Context: an optimization exercise on an open-source flow, tuned for small area, a short achievable clock period and few clock cycles per item. The choices shown serve that exercise and are no tape-out recipe.
Where RTL was checked, it was by simulation tests only, not by an equivalence proof against the original.

==> branch pepper <==
==> flow/design.v <==
module skinny_top (
   output [127:0] cipher_o,
   output reg     done_o,
   input  [127:0] input_i, key_i, tweak1_i, tweak2_i,
   input          clk_i, rst_i, start_i
   ) ;
   reg [127:0] state, tk1, tk2, tk3;
   reg [5:0]   rc;
   wire [127:0] s  [0:2];
   wire [127:0] t1 [0:2];
   wire [127:0] t2 [0:2];
   wire [127:0] t3 [0:2];
   wire [5:0]   c  [0:2];
   assign cipher_o = state;
   assign s[0] = state;
   assign t1[0] = tk1;
   assign t2[0] = tk2;
   assign t3[0] = tk3;
   assign c[0] = rc;
   genvar g;
   generate for (g = 0; g < 2; g = g + 1) begin : rnd
      skinny_round r (.so(s[g+1]), .si(s[g]), .t1(t1[g]), .t2(t2[g]), .t3(t3[g]), .rc(c[g]));
      skinny_tks ts (.t1o(t1[g+1]), .t2o(t2[g+1]), .t3o(t3[g+1]), .t1(t1[g]), .t2(t2[g]), .t3(t3[g]));
      assign c[g+1] = {c[g][4:0], c[g][5]^c[g][4]^1'b1};
   end endgenerate
   localparam NCP = 8;
   reg [NCP-1:0] idle, busy;
   wire last = (rc == 6'h2d);
   always @(posedge clk_i) begin
      if (!rst_i) begin
         done_o <= 1'b1;
         rc <= 6'h01;
      end else if (start_i) begin
         done_o <= 1'b0;
         rc <= 6'h01;
      end else begin
         rc <= c[2];
         if (last) done_o <= 1'b1;
      end
   end
   always @(posedge clk_i) begin
      idle <= {NCP{~rst_i}} | ({NCP{~start_i}} & (idle | {NCP{last}}));
      busy <= {NCP{rst_i}} & ({NCP{start_i}} | (busy & {NCP{~last}}));
   end
   wire [127:0] run, idl;
   genvar j;
   generate for (j = 0; j < 128; j = j + 1) begin : sel
      assign run[j] = busy[j/16];
      assign idl[j] = idle[j/16];
   end endgenerate
   wire [127:0] nxt = (run & s[2]) | (idl & state);
   always @(posedge clk_i) begin
      state <= start_i ? input_i : nxt;
   end
   always @(posedge clk_i) begin
      tk1 <= (idl & tweak1_i) | (run & t1[2]);
      tk2 <= (idl & tweak2_i) | (run & t2[2]);
      tk3 <= (idl & key_i)    | (run & t3[2]);
   end
endmodule
module skinny_round (
   output [127:0] so,
   input  [127:0] si, t1, t2, t3,
   input  [5:0]   rc
   ) ;
   wire [127:0] sb, atk;
   wire [31:0]  r0, r1, r2, r3, x02;
   genvar i;
   generate for (i = 0; i < 16; i = i + 1) begin : sbl
      skinny_sbox8_logic sb8 (.so(sb[8*i+7:8*i]), .si(si[8*i+7:8*i]));
   end endgenerate
   assign atk = sb ^ {t1[127:64] ^ t2[127:64] ^ t3[127:64], 64'h0} ^
                {4'h0, rc[3:0], 24'h0, 6'h0, rc[5:4], 24'h0, 8'h02, 56'h0};
   assign r0 = atk[127:96];
   assign r1 = {atk[71:64], atk[95:72]};
   assign r2 = {atk[47:32], atk[63:48]};
   assign r3 = {atk[23:0],  atk[31:24]};
   assign x02 = r0 ^ r2;
   assign so = {x02 ^ r3, r0, r1 ^ r2, x02};
endmodule
module skinny_tks (
   output [127:0] t1o, t2o, t3o,
   input  [127:0] t1, t2, t3
   ) ;
   wire [127:0] p1, p2, p3;
   skinny_perm pm1 (.ko(p1), .ki(t1));
   skinny_perm pm2 (.ko(p2), .ki(t2));
   skinny_perm pm3 (.ko(p3), .ki(t3));
   assign t1o = p1;
   genvar i;
   generate for (i = 8; i < 16; i = i + 1) begin : lf
      assign t2o[8*i+7:8*i] = {p2[8*i+6:8*i], p2[8*i+7] ^ p2[8*i+5]};
      assign t3o[8*i+7:8*i] = {p3[8*i] ^ p3[8*i+6], p3[8*i+7:8*i+1]};
   end endgenerate
   assign t2o[63:0] = p2[63:0];
   assign t3o[63:0] = p3[63:0];
endmodule
module skinny_perm (
   output [127:0] ko,
   input  [127:0] ki
   ) ;
   assign ko = {ki[ 55: 48], ki[  7:  0], ki[ 63: 56], ki[ 23: 16],
                ki[ 47: 40], ki[ 15:  8], ki[ 31: 24], ki[ 39: 32],
                ki[127:120], ki[119:112], ki[111:104], ki[103: 96],
                ki[ 95: 88], ki[ 87: 80], ki[ 79: 72], ki[ 71: 64]};
endmodule
module skinny_sbox8_logic (
   output [7:0] so,
   input  [7:0] si
   ) ;
   wire [7:0] a;
   assign a[0] = ~(si[7] | si[6]) ^ si[4];
   assign a[1] = ~(si[3] | si[2]) ^ si[0];
   assign a[2] = ~(si[2] | si[1]) ^ si[6];
   assign a[3] = a[1] ? si[5] : ~(a[0] ^ si[5]);
   assign a[4] = si[3] ? si[1] : ~(a[1] ^ si[1]);
   assign a[5] = a[3] ? si[7] : ~(a[2] ^ si[7]);
   assign a[6] = a[0] ? si[3] : ~(a[3] ^ si[3]);
   assign a[7] = a[5] ? si[2] : ~(a[4] ^ si[2]);
   assign so = {a[3], a[0], a[1], a[6], a[4], a[2], a[5], a[7]};
endmodule
==> flow/flow/run.sh <==
#!/bin/bash
set -euo pipefail
export BUFFER_PORTS_ARGS="-buffer_cell sky130_fd_sc_hd__buf_1"
export MY_ABC_SCRIPT="$PWD/flow/abc_map.script"
bash standard.sh SYNTH_SCRIPT="$PWD/flow/my_synth.tcl" SETUP_SLACK_MARGIN=6.5 finish > make_finish.log 2>&1
==> flow/flow/abc_map.script <==
strash
dch
map -B 0.9 -D 4500
topo
stime -c
buffer -c
upsize -c
dnsize -c
==> flow/flow/my_synth.tcl <==
proc synth {args} { yosys synth -nofsm -noshare {*}$args }
# Same as the standard flow's synthesis script, except that ABC's mapping script can be replaced
# by the file named in MY_ABC_SCRIPT.
proc abc {args} {
  if {[info exists ::env(MY_ABC_SCRIPT)] && $::env(MY_ABC_SCRIPT) ne ""} {
    set i [lsearch -exact $args -script]
    if {$i >= 0} { lset args [expr {$i + 1}] $::env(MY_ABC_SCRIPT) }
  }
  yosys abc {*}$args
}
source $::env(SCRIPTS_DIR)/synth.tcl
# left out here: clear keep_hierarchy, flatten, clean up, hide names made inside functions, write 1_2_yosys.v
==> flow/standard.sh <==
#!/bin/bash
# synth_recipe.tcl (not shown) runs the flow's synth.tcl, then flattens the netlist and writes it again
# the make line also repeats each setting of config.mk as NAME=value (left out here)
make -C /OpenROAD-flow-scripts/flow DESIGN_CONFIG=/design/flow/config.mk WORK_HOME=/design/flow/orfs CLKGATE_MAP_FILE= SYNTH_SCRIPT=/design/flow/synth_recipe.tcl "${@:-finish}"
==> flow/config.mk <==
export PLATFORM = sky130hd
export DESIGN_NAME = skinny_top
export DESIGN_NICKNAME = skinny_top
export VERILOG_FILES = /design/flow/design.v
export SDC_FILE = /design/flow/constraint.sdc
export NUM_CORES = 4
export LEC_CHECK = 0
export ABC_AREA = 1
export CAP_MARGIN = 20
export CORE_MARGIN = 2
export CORE_UTILIZATION = 60
export SLEW_MARGIN = 20
==> flow/constraint.sdc <==
create_clock -name core_clock -period 10.0 [get_ports {clk_i}]
set_input_delay 2.0000 -clock core_clock [delete_from_list [all_inputs] [get_ports {clk_i}]]
set_output_delay 2.0000 -clock core_clock [all_outputs]
set_load 0.01 [all_outputs]
==> branch umber (differences from branch pepper) <==
==> flow/design.v, changed modules only <==
module skinny_top (
   output [127:0] cipher_o,
   output reg     done_o,
   input  [127:0] input_i, key_i, tweak1_i, tweak2_i,
   input          clk_i, rst_i, start_i
   ) ;
   reg [127:0] state, tk1, tk2, tk3;
   reg [5:0]   rc;
   wire [127:0] s  [0:2];
   wire [127:0] t1 [0:2];
   wire [127:0] t2 [0:2];
   wire [127:0] t3 [0:2];
   wire [5:0]   c  [0:2];
   assign cipher_o = state;
   assign s[0] = state;
   assign t1[0] = tk1;
   assign t2[0] = tk2;
   assign t3[0] = tk3;
   assign c[0] = rc;
   genvar g;
   generate for (g = 0; g < 2; g = g + 1) begin : rnd
      skinny_round r (.so(s[g+1]), .si(s[g]), .t1(t1[g]), .t2(t2[g]), .t3(t3[g]), .rc(c[g]));
      skinny_tks ts (.t1o(t1[g+1]), .t2o(t2[g+1]), .t3o(t3[g+1]), .t1(t1[g]), .t2(t2[g]), .t3(t3[g]));
      assign c[g+1] = {c[g][4:0], c[g][5]^c[g][4]^1'b1};
   end endgenerate
   always @(posedge clk_i) begin
      if (!rst_i) begin
         done_o <= 1'b1;
         rc <= 6'h01;
      end else if (start_i) begin
         done_o <= 1'b0;
         rc <= 6'h01;
      end else begin
         rc <= c[2];
         if (rc == 6'h2d) done_o <= 1'b1;
      end
   end
   always @(posedge clk_i) begin
      if (start_i) state <= input_i;
      else if (!done_o) state <= s[2];
   end
   always @(posedge clk_i) begin
      if (start_i) begin
         tk1 <= tweak1_i;
         tk2 <= tweak2_i;
         tk3 <= key_i;
      end else begin
         tk1 <= t1[2];
         tk2 <= t2[2];
         tk3 <= t3[2];
      end
   end
endmodule
module skinny_sbox8_logic (
   output [7:0] so,
   input  [7:0] si
   ) ;
   wire [7:0] a;
   assign a[0] = ~(si[7] | si[6]) ^ si[4];
   assign a[1] = ~(si[3] | si[2]) ^ si[0];
   assign a[2] = ~(si[2] | si[1]) ^ si[6];
   assign a[3] = ~(a[0]  | a[1])  ^ si[5];
   assign a[4] = ~(a[1]  | si[3]) ^ si[1];
   assign a[5] = ~(a[2]  | a[3])  ^ si[7];
   assign a[6] = ~(a[3]  | a[0])  ^ si[3];
   assign a[7] = ~(a[4]  | a[5])  ^ si[2];
   assign so = {a[3], a[0], a[1], a[6], a[4], a[2], a[5], a[7]};
endmodule
==> flow/flow/run.sh (replaced) <==
#!/bin/bash
set -euo pipefail
export BUFFER_PORTS_ARGS="-buffer_cell sky130_fd_sc_hd__buf_1"
bash standard.sh SETUP_SLACK_MARGIN=6 finish > make_finish.log 2>&1
ABC_AREA = not set   (was 1)
CORE_UTILIZATION = 40   (was 60)
removed: flow/flow/abc_map.script
removed: flow/flow/my_synth.tcl
==> branch juniper (differences from branch pepper) <==
==> flow/design.v, changed modules only <==
module skinny_top (
   output [127:0] cipher_o,
   output reg     done_o,
   input  [127:0] input_i, key_i, tweak1_i, tweak2_i,
   input          clk_i, rst_i, start_i
   ) ;
   reg [127:0] state, tk1, tk2, tk3;
   reg [5:0]   rc;
   reg         busy;    
   wire [127:0] s  [0:2];
   wire [127:0] t1 [0:2];
   wire [127:0] t2 [0:2];
   wire [127:0] t3 [0:2];
   wire [5:0]   c  [0:2];
   assign cipher_o = state;
   assign s[0] = state;
   assign t1[0] = tk1;
   assign t2[0] = tk2;
   assign t3[0] = tk3;
   assign c[0] = rc;
   genvar g;
   generate for (g = 0; g < 2; g = g + 1) begin : rnd
      skinny_round r (.so(s[g+1]), .si(s[g]), .t1(t1[g]), .t2(t2[g]), .t3(t3[g]), .rc(c[g]));
      skinny_tks ts (.t1o(t1[g+1]), .t2o(t2[g+1]), .t3o(t3[g+1]), .t1(t1[g]), .t2(t2[g]), .t3(t3[g]));
      assign c[g+1] = {c[g][4:0], c[g][5]^c[g][4]^1'b1};
   end endgenerate
   always @(posedge clk_i) begin
      if (!rst_i) begin
         done_o <= 1'b1;
         busy <= 1'b0;
         rc <= 6'h01;
      end else if (start_i) begin
         done_o <= 1'b0;
         busy <= 1'b1;
         rc <= 6'h01;
      end else begin
         rc <= c[2];
         if (rc == 6'h2d) begin
            done_o <= 1'b1;
            busy <= 1'b0;
         end
      end
   end
   wire [127:0] ld   = {128{start_i}};
   wire [127:0] run  = {128{busy}};
   wire [127:0] idle = {128{done_o}};
   wire [127:0] hold = {128{done_o & ~start_i}};
   always @(posedge clk_i) begin
      state <= (ld & input_i) | (run & s[2]) | (hold & state);
   end
   always @(posedge clk_i) begin
      tk1 <= (idle & tweak1_i) | (run & t1[2]);
      tk2 <= (idle & tweak2_i) | (run & t2[2]);
      tk3 <= (idle & key_i)    | (run & t3[2]);
   end
endmodule
module skinny_sbox8_logic (
   output [7:0] so,
   input  [7:0] si
   ) ;
   wire [7:0] a;
   assign a[0] = ~(si[7] | si[6]) ^ si[4];
   assign a[1] = ~(si[3] | si[2]) ^ si[0];
   assign a[2] = ~(si[2] | si[1]) ^ si[6];
   assign a[3] = ~(a[0]  | a[1])  ^ si[5];
   assign a[4] = ~(a[1]  | si[3]) ^ si[1];
   assign a[5] = ~(a[2]  | a[3])  ^ si[7];
   assign a[6] = ~(a[3]  | a[0])  ^ si[3];
   assign a[7] = ~(a[4]  | a[5])  ^ si[2];
   assign so = {a[3], a[0], a[1], a[6], a[4], a[2], a[5], a[7]};
endmodule
==> flow/flow/run.sh (replaced) <==
#!/bin/bash
set -euo pipefail
export BUFFER_PORTS_ARGS="-buffer_cell sky130_fd_sc_hd__buf_1"
bash standard.sh SETUP_SLACK_MARGIN=5 finish > make_finish.log 2>&1
ABC_AREA = not set   (was 1)
CORE_UTILIZATION = 40   (was 60)
removed: flow/flow/abc_map.script
removed: flow/flow/my_synth.tcl
==> flow_summary.ini <==
[timing]
slew_headroom = 0.248

[logic_synthesis]
synth_adder_area_share = 0.000418
ys_ff_latch = 535

[critical_path]
cp_num_cells = 15
path_buf_inv = 2

[die]
core_area_um2 = 49100

[final_layout]
buffer_area_frac = 0.0848
multi_input_cells = 2974
seq_area_um2 = 10900
clkCellAreaFrac = 0.0500
final_cell_mix = nand2_1, buf_1, dfxtp_1

[route]
met2WireLength_mm = 57.0
route.vias.total = 32499

[grt]
grtUsageMet3 = 0.150
met2_usage = 0.742
grt_pass1_vias = 28296

[outcome]
status = complete, no violations

[placement]
dpl.hpwl_mm = 107
-- figures above: branch pepper

==> flow_summary.ini <==
[final_layout]
clkCellAreaFrac = 0.0493
multi_input_cells = 2112
final_cell_mix = buf_1, xnor2_1, mux2_2
buffer_area_frac = 0.123

[critical_path]
path_buf_inv = 0
cp_num_cells = 14

[grt]
grtUsageMet3 = 0.0784
grt_pass1_vias = 24244

[placement]
dpl.hpwl_mm = 107

[timing]
slew_headroom = 0.170

[route]
route.vias.total = 24984

[logic_synthesis]
synth_adder_area_share = 0.000425

[outcome]
status = complete, no violations

[die]
core_area_um2 = 73000
-- figures above: branch umber

==> flow_summary.ini <==
[outcome]
status = complete, no violations

[timing]
slew_headroom = 0.211

[logic_synthesis]
ys_ff_latch = 520
synth_adder_area_share = 0.000446

[final_layout]
final_cell_mix = buf_1, xnor2_1, dfxtp_1
multi_input_cells = 2046
buffer_area_frac = 0.0763
clkCellAreaFrac = 0.0580

[grt]
met2_usage = 0.565
grtUsageMet3 = 0.0647
grt_pass1_vias = 23332

[placement]
dpl.hpwl_mm = 107

[critical_path]
cp_num_cells = 14
path_buf_inv = 0

[route]
route.vias.total = 24861
met2WireLength_mm = 60.1
-- figures above: branch juniper

Testbench counts of branch juniper, summed over its fixed seeds: cycles 5,384, items 256.
The RTL of branch pepper and branch umber was laid out without a check of its function.

---

==> run A: inputs <==
skinny_top, a different RTL version from the one above (not shown whole).
==> module skinny_top, before the edit <==
module skinny_top (
   output [127:0] cipher_o,
   output reg     done_o,
   input  [127:0] input_i, key_i, tweak1_i, tweak2_i,
   input          clk_i, rst_i, start_i
   ) ;
   reg [127:0] state, tk1, tk2, tk3;
   reg [5:0]   rc;
   reg         busy;    
   wire [127:0] s  [0:2];
   wire [127:0] t1 [0:2];
   wire [127:0] t2 [0:2];
   wire [127:0] t3 [0:2];
   wire [5:0]   c  [0:2];
   assign cipher_o = state;
   assign s[0] = state;
   assign t1[0] = tk1;
   assign t2[0] = tk2;
   assign t3[0] = tk3;
   assign c[0] = rc;
   genvar g;
   generate for (g = 0; g < 2; g = g + 1) begin : rnd
      skinny_round r (.so(s[g+1]), .si(s[g]), .t1(t1[g]), .t2(t2[g]), .t3(t3[g]), .rc(c[g]));
      skinny_tks ts (.t1o(t1[g+1]), .t2o(t2[g+1]), .t3o(t3[g+1]), .t1(t1[g]), .t2(t2[g]), .t3(t3[g]));
      assign c[g+1] = {c[g][4:0], c[g][5]^c[g][4]^1'b1};
   end endgenerate
   always @(posedge clk_i) begin
      if (!rst_i) begin
         done_o <= 1'b1;
         busy <= 1'b0;
         rc <= 6'h01;
      end else if (start_i) begin
         done_o <= 1'b0;
         busy <= 1'b1;
         rc <= 6'h01;
      end else begin
         rc <= c[2];
         if (rc == 6'h2d) begin
            done_o <= 1'b1;
            busy <= 1'b0;
         end
      end
   end
   wire [127:0] run  = {128{busy}};
   wire [127:0] idle = {128{done_o}};
   wire [127:0] nxt = (run & s[2]) | (idle & state);
   always @(posedge clk_i) begin
      state <= start_i ? input_i : nxt;
   end
   always @(posedge clk_i) begin
      tk1 <= (idle & tweak1_i) | (run & t1[2]);
      tk2 <= (idle & tweak2_i) | (run & t2[2]);
      tk3 <= (idle & key_i)    | (run & t3[2]);
   end
endmodule
==> module skinny_sbox8_logic, before the edit <==
module skinny_sbox8_logic (
   output [7:0] so,
   input  [7:0] si
   ) ;
   wire [7:0] a;
   assign a[0] = ~(si[7] | si[6]) ^ si[4];
   assign a[1] = ~(si[3] | si[2]) ^ si[0];
   assign a[2] = ~(si[2] | si[1]) ^ si[6];
   assign a[3] = a[1] ? si[5] : ~(a[0] ^ si[5]);
   assign a[4] = si[3] ? si[1] : ~(a[1] ^ si[1]);
   assign a[5] = a[3] ? si[7] : ~(a[2] ^ si[7]);
   assign a[6] = a[0] ? si[3] : ~(a[3] ^ si[3]);
   assign a[7] = a[5] ? si[2] : ~(a[4] ^ si[2]);
   assign so = {a[3], a[0], a[1], a[6], a[4], a[2], a[5], a[7]};
endmodule
Settings: LEC_CHECK=0, ABC_AREA=1, CAP_MARGIN=20, CORE_MARGIN=2, CORE_UTILIZATION=60, CTS_CLUSTER_DIAMETER=100, CTS_CLUSTER_SIZE=20, PLACE_DENSITY=0.72, SLEW_MARGIN=20; clock period 10.0 ns.
standard.sh (not shown) runs the stock make flow with config.mk's settings and CLKGATE_MAP_FILE= SYNTH_SCRIPT=/design/flow/synth_recipe.tcl, a recipe that flattens the netlist after the stock synthesis.
==> flow/flow/run.sh <==
#!/bin/bash
set -euo pipefail
export BUFFER_PORTS_ARGS="-buffer_cell sky130_fd_sc_hd__buf_1"
export MY_ABC_SCRIPT="$PWD/flow/abc_map.script"
bash standard.sh SYNTH_SCRIPT="$PWD/flow/my_synth.tcl" SETUP_SLACK_MARGIN=6.6 finish > make_finish.log 2>&1
==> flow/flow/abc_map.script <==
strash
dch
map -B 0.9 -D 4500
topo
stime -c
buffer -c
upsize -c
dnsize -c
==> flow/flow/my_synth.tcl <==
proc synth {args} { yosys synth -nofsm -noshare {*}$args }
# Same as the standard flow's synthesis script, except that ABC's mapping script can be replaced
# by the file named in MY_ABC_SCRIPT.
proc abc {args} {
  if {[info exists ::env(MY_ABC_SCRIPT)] && $::env(MY_ABC_SCRIPT) ne ""} {
    set i [lsearch -exact $args -script]
    if {$i >= 0} { lset args [expr {$i + 1}] $::env(MY_ABC_SCRIPT) }
  }
  yosys abc {*}$args
}
source $::env(SCRIPTS_DIR)/synth.tcl
# left out here: clear keep_hierarchy, flatten, clean up, hide names made inside functions, write 1_2_yosys.v
==> run C (differences from run A) <==
==> flow/flow/run.sh (replaced) <==
#!/bin/bash
set -euo pipefail
export BUFFER_PORTS_ARGS="-buffer_cell sky130_fd_sc_hd__buf_1"
export MY_ABC_SCRIPT="$PWD/flow/abc_map.script"
bash standard.sh SYNTH_SCRIPT="$PWD/flow/my_synth.tcl" SETUP_SLACK_MARGIN=6.5 finish > make_finish.log 2>&1
==> flow/flow/abc_map.script (replaced) <==
strash
dch
map -B 0.9
topo
stime -c
buffer -c
upsize -c
dnsize -c
--- a/flow/config.mk
+++ b/flow/config.mk
@@ -9,7 +9,4 @@
 export CAP_MARGIN = 20
 export CORE_MARGIN = 2
-export CORE_UTILIZATION = 60
-export CTS_CLUSTER_DIAMETER = 100
-export CTS_CLUSTER_SIZE = 20
-export PLACE_DENSITY = 0.72
+export CORE_UTILIZATION = 70
 export SLEW_MARGIN = 20
==> run D (differences from run A) <==
--- a/flow/design.v
+++ b/flow/design.v
@@ -42,9 +42,10 @@
       end
    end
+   wire [127:0] ld   = {128{start_i}};
    wire [127:0] run  = {128{busy}};
    wire [127:0] idle = {128{done_o}};
-   wire [127:0] nxt = (run & s[2]) | (idle & state);
+   wire [127:0] hold = {128{done_o & ~start_i}};
    always @(posedge clk_i) begin
-      state <= start_i ? input_i : nxt;
+      state <= (ld & input_i) | (run & s[2]) | (hold & state);
    end
    always @(posedge clk_i) begin
@@ -108,9 +109,9 @@
    assign a[1] = ~(si[3] | si[2]) ^ si[0];
    assign a[2] = ~(si[2] | si[1]) ^ si[6];
-   assign a[3] = a[1] ? si[5] : ~(a[0] ^ si[5]);
-   assign a[4] = si[3] ? si[1] : ~(a[1] ^ si[1]);
-   assign a[5] = a[3] ? si[7] : ~(a[2] ^ si[7]);
-   assign a[6] = a[0] ? si[3] : ~(a[3] ^ si[3]);
-   assign a[7] = a[5] ? si[2] : ~(a[4] ^ si[2]);
+   assign a[3] = ~(a[0]  | a[1])  ^ si[5];
+   assign a[4] = ~(a[1]  | si[3]) ^ si[1];
+   assign a[5] = ~(a[2]  | a[3])  ^ si[7];
+   assign a[6] = ~(a[3]  | a[0])  ^ si[3];
+   assign a[7] = ~(a[4]  | a[5])  ^ si[2];
    assign so = {a[3], a[0], a[1], a[6], a[4], a[2], a[5], a[7]};
 endmodule
==> flow/flow/run.sh (replaced) <==
#!/bin/bash
set -euo pipefail
export BUFFER_PORTS_ARGS="-buffer_cell sky130_fd_sc_hd__buf_1"
bash standard.sh SETUP_SLACK_MARGIN=6.8 finish > make_finish.log 2>&1
--- a/flow/config.mk
+++ b/flow/config.mk
@@ -9,7 +9,4 @@
 export CAP_MARGIN = 20
 export CORE_MARGIN = 2
-export CORE_UTILIZATION = 60
-export CTS_CLUSTER_DIAMETER = 100
-export CTS_CLUSTER_SIZE = 20
-export PLACE_DENSITY = 0.72
+export CORE_UTILIZATION = 40
 export SLEW_MARGIN = 20
removed: flow/flow/abc_map.script
removed: flow/flow/my_synth.tcl
==> notes <==
Of run D and run A, run D has the higher non-clock buffer count (gap 161).
Against run D, the via count of run A is smaller by about 1.1%.
Run A went through all stages and came out clean. Run D went through all stages and came out clean. Run C did not get past global routing (5_1_grt).
Against run A, the routed wire length of run D is larger by about 14%.
First-iteration DRC count: run A is higher than run D (29%).
Critical path depth: run A is higher than run D (16).
Between run D and run A, the lower clock skew is in run D (gap 21 ps).
==> figures <==
                                                                      run D                     run C       run A
Placed instance count                                                  5447                      5363        5126
Overall die area                                                  77570 um2                         -   51050 um2
Initial drt markers                                                    3303                         -        4265
Status                                             timing/DRC/antenna clean    stopped before the end  timing/DRC/antenna clean
Stage where the flow stopped                                              -  global routing (5_1_grt)           -
Post-detailed-placement half-perimeter wirelength                  125.0 mm                  113.5 mm    109.4 mm
Logic inverters                                                         364                         -         340
Ratio of layout area to synthesized area                            1.3845x                         -     1.2060x
Required time at the endpoint of the critical path                  8000 ps                         -    10580 ps
Final standard cell utilization of the core                          0.5597                         -      0.7312
Number of detailed-routing iterations run before antenna repair           8                         -           9
Post-place setup slack                                              5844 ps                   5930 ps     5876 ps
Number of buffers added for setup after CTS                              80                         5          15
Tap cell instance count                                                 969                         -         664
Total number of cells along the worst setup path                          2                         -          18
Max-cap viol count                                                        0                         -           0
Testbench counts of run A, summed over its fixed seeds: cycles 5,384, items 256.
Testbench counts of run C, summed over its fixed seeds: cycles 5,384, items 256.
Testbench counts of run D, summed over its fixed seeds: cycles 5,384, items 256.

afterwards: timing with drivers on the ports:
In the flow no input, the clock included, has a driving cell. The finished layouts below were timed again as built, in two steps. Step 1: set_driving_cell puts a clkbuf_16 on clk_i and a buf_2 on each other input, an assumption about the parent block. Step 2 also shifts input and output timing later by t, the mid clock arrival at the registers, as if the neighbouring blocks saw the same clock. Three values: no drivers, after step 1, after step 2; two values: the first two.
| run | shift t [ns] | slack for setup (ns) | worst slew at a driven data input, ns |
|---|---|---|---|
| branch pepper | 0.676 | 6.486 / 6.486 / 5.963 | 0.09 |
| branch umber | 0.696 | 5.422 / 5.422 / 5.239 | 0.11 |
| branch juniper | 0.687 | 5.104 / 5.104 / 5.104 | 0.10 |
| run A | 0.707 | 6.566 / 6.511 / 6.021 | 0.14 |
| run D | 0.696 | 6.721 / 6.656 / 6.174 | 0.16 |
After both steps every run listed still meets setup and hold. For run D, which loses most, drivers alone change the setup slack by -0.065 ns; drivers and shift together by -0.547 ns.
